From an optimization exercise on the open Yosys and OpenROAD flow, aimed at small area and a short achievable clock period; shortcuts taken in it are not production practice. Only simulation tests tie the RTL to the original design; equivalence was not proved. No activity file was given, so power comes from the tool's default toggle rates.

== v9 ==
==> flow/design.v (excerpt) <==
module Tensor_Crossbar_Array_4m4n4k(
    input wire clk,
    input wire rst,
    input wire start,
    input wire [15:0] cin_M_0, input wire [15:0] cin_M_1,
    input wire [15:0] cin_M_2, input wire [15:0] cin_M_3,
    input wire [15:0] cin_N_0, input wire [15:0] cin_N_1,
    input wire [15:0] cin_N_2, input wire [15:0] cin_N_3,
    input wire [15:0] cin_K_0, input wire [15:0] cin_K_1,
    input wire [15:0] cin_K_2, input wire [15:0] cin_K_3,
    output wire [15:0] data_out_col_0,
    output wire [15:0] data_out_col_1,
    output wire [15:0] data_out_col_2,
    output wire [15:0] data_out_col_3
);
localparam [2:0] S_IDLE = 3'd0, S_LOAD = 3'd1, S_MULT = 3'd2, S_ADD = 3'd3, S_OUT = 3'd4;
reg [2:0] state;
reg [2:0] f;         
reg [3:0] ec;        
wire load = (state == S_LOAD);
reg [35:0] slot [0:3];
reg [15:0] bq0, bq1, bq2, bq3;
function [15:0] bcol(input integer c);
    integer t;
    reg [15:0] m;
    begin
        for (t = 0; t < 4; t = t + 1) begin
            case (t)
                0: m = cin_M_0; 1: m = cin_M_1; 2: m = cin_M_2; default: m = cin_M_3;
            endcase
            bcol[4*t +: 4] = m[15-4*c -: 4];
        end
    end
endfunction
function [15:0] swz(input [15:0] w);
    swz = {w[3:0], w[7:4], w[11:8], w[15:12]};
endfunction
always @(posedge clk) begin
    if (load) begin
        bq0 <= bcol(0); bq1 <= bcol(1); bq2 <= bcol(2); bq3 <= bcol(3);
    end else begin
        bq0 <= bq2; bq2 <= bq0; bq1 <= bq3; bq3 <= bq1;
    end
end
reg [15:0] a_cur;
reg [7:0]  c_cur;
wire [2:0] rj = ec[2:0];
always @(posedge clk) begin
    a_cur <= slot[rj[2:1]][15:0];
    c_cur <= rj[0] ? slot[rj[2:1]][31:24] : slot[rj[2:1]][23:16];
end
wire [8:0] res0, res1;
  ...
Size: ~1700 cells after synthesis, about 370 flip-flops, about 260 I/O pins.
export LEC_CHECK = 0
export CAP_MARGIN = 20
export CORE_MARGIN = 2
export CORE_UTILIZATION = 65
export CTS_BUF_LIST = sky130_fd_sc_hd__clkbuf_16
export CTS_CLUSTER_DIAMETER = 80
export CTS_CLUSTER_SIZE = 24
export SETUP_SLACK_MARGIN = 2.7
export SLEW_MARGIN = 20
create_clock -name core_clock -period 5.0 [get_ports {clk}]
standard.sh (not shown) runs the stock make flow with config.mk's settings and CLKGATE_MAP_FILE= SYNTH_SCRIPT=/design/flow/synth_recipe.tcl, a recipe that flattens the netlist after the stock synthesis.
==> flow/flow/run.sh <==
#!/bin/bash
# Standard layout, with the port buffers made from the smallest plain buffer
# (buf_1) instead of the delay buffer buffer_ports picks on its own, and with
# the resizer free to change a cell's footprint when it resizes it.
set -o pipefail
cp standard.sh standard_sh.txt
export BUFFER_PORTS_ARGS="-buffer_cell sky130_fd_sc_hd__buf_1"
bash standard.sh MATCH_CELL_FOOTPRINT=0 finish > standard_flow.log 2>&1
v9 finished every stage and its layout cleared the timing, design-rule and antenna checks.
The following lists how v3 was set up differently from v9:
==> flow/flow/run.sh <==
#!/bin/bash
# Standard layout, with the port buffers made from the smallest plain buffer
# (buf_1) instead of the delay buffer buffer_ports picks on its own.
set -o pipefail
cp standard.sh standard_sh.txt
export BUFFER_PORTS_ARGS="-buffer_cell sky130_fd_sc_hd__buf_1"
bash standard.sh > standard_flow.log 2>&1
diff --git a/flow/config.mk b/flow/config.mk
--- a/flow/config.mk
+++ b/flow/config.mk
@@ -9,6 +9,4 @@
 export CORE_MARGIN = 2
-export CORE_UTILIZATION = 65
-export CTS_BUF_LIST = sky130_fd_sc_hd__clkbuf_16
-export CTS_CLUSTER_DIAMETER = 80
-export CTS_CLUSTER_SIZE = 24
+export CORE_UTILIZATION = 60
+export CTS_BUF_LIST = sky130_fd_sc_hd__clkbuf_8
 export SETUP_SLACK_MARGIN = 2.7
## What came out
Status | v3 and v9 | clean. Diff v9 -> v3 | standard cell area after detailed placement | up slightly. v3 vs. v9: final routed wirelength across all metal layers climbed 3200 um, area of all sequential standard cells was more or less identical, worst hold slack lower. Going from v9 to v3, fraction of layout instances using a drive strength above 1 went up 3.5 points; quantity of gates resized following cts went up 24%; via count went up 2.7%.
Edits applied to the flow inputs when going from v3 to v4:
==> flow/run.sh (new file) <==
#!/bin/bash
# synth_recipe.tcl (not shown) runs the flow's synth.tcl, then flattens the netlist and writes it again
# the make line also repeats each setting of config.mk as NAME=value (left out here)
make -C /OpenROAD-flow-scripts/flow DESIGN_CONFIG=/design/flow/config.mk WORK_HOME=/design/flow/orfs CLKGATE_MAP_FILE= SYNTH_SCRIPT=/design/flow/synth_recipe.tcl finish
diff --git a/flow/config.mk b/flow/config.mk
--- a/flow/config.mk
+++ b/flow/config.mk
@@ -9,5 +9,4 @@
 export CORE_MARGIN = 2
-export CORE_UTILIZATION = 60
-export CTS_BUF_LIST = sky130_fd_sc_hd__clkbuf_8
-export SETUP_SLACK_MARGIN = 2.7
+export CORE_UTILIZATION = 40
+export SETUP_SLACK_MARGIN = 3.0
 export SLEW_MARGIN = 20
removed: flow/flow/run.sh
removed: flow/standard.sh
--- outcome ---
- On switching component of the power, the higher figure sits with v4, not v3.
- v4 against v3; wire length per cell after detailed routing is up by a few percent.
- Relative to v3, the largest voltage drop on the vdd net measured on v4 has decreased by more than a quarter.
- On period utilization, v3 and v4 are basically level.
- Against v3, v4 comes in about 11% higher on first-pass GRT wire length.
- Number of cells traversed by the worst hold path: v3 vs v4 identical
- Instance area after placement: lower on v3
- Part of the power in combinational logic in v4 is 0.9 points below v3.
- Non-clock buffer area fraction after layout came out higher on v4 than on v3.
- | number of fillers in the final layout | lower: v3 |
- Relative to v3, clock network power has gone up in v4.

==> separate check: timing with driven ports <==
The flow's constraints put no driver on any port. The routed layouts listed below were extracted and timed again, unchanged, in two steps.
Step 1 assumes that a clkbuf_16 drives the clock port and a buf_2 every other input.
Step 2 moves the port delays by t, midway between the first and last clock arrival at a register: inputs arrive t later, outputs are due t later. That takes back most of the time a late clock gives input paths.
a / b / c = ideal ports / drivers / drivers and shift; a / b = the first two.
| run | t (ns) | setup WS [ns] | worst hold slack (ns) | worst register clock-pin slew, ns | worst data-port slew with drivers (ns) |
|---|---|---|---|---|---|
| v9 | 0.585 | 2.728 / 2.674 / 2.473 | 0.336 / 0.336 / 0.336 | 0.10 / 0.10 | 0.06 |
| v3 | 0.649 | 2.738 / 2.712 / 2.452 | 0.329 / 0.329 / 0.329 | 0.07 / 0.07 | 0.07 |
| v4 | 0.617 | 2.739 / 2.739 / 2.457 | 0.327 / 0.327 / 0.327 | 0.06 / 0.06 | 0.07 |
After both steps setup and hold are still met in every run listed. For v3, which loses most, drivers alone change the setup slack by -0.026 ns; drivers and shift together by -0.286 ns.
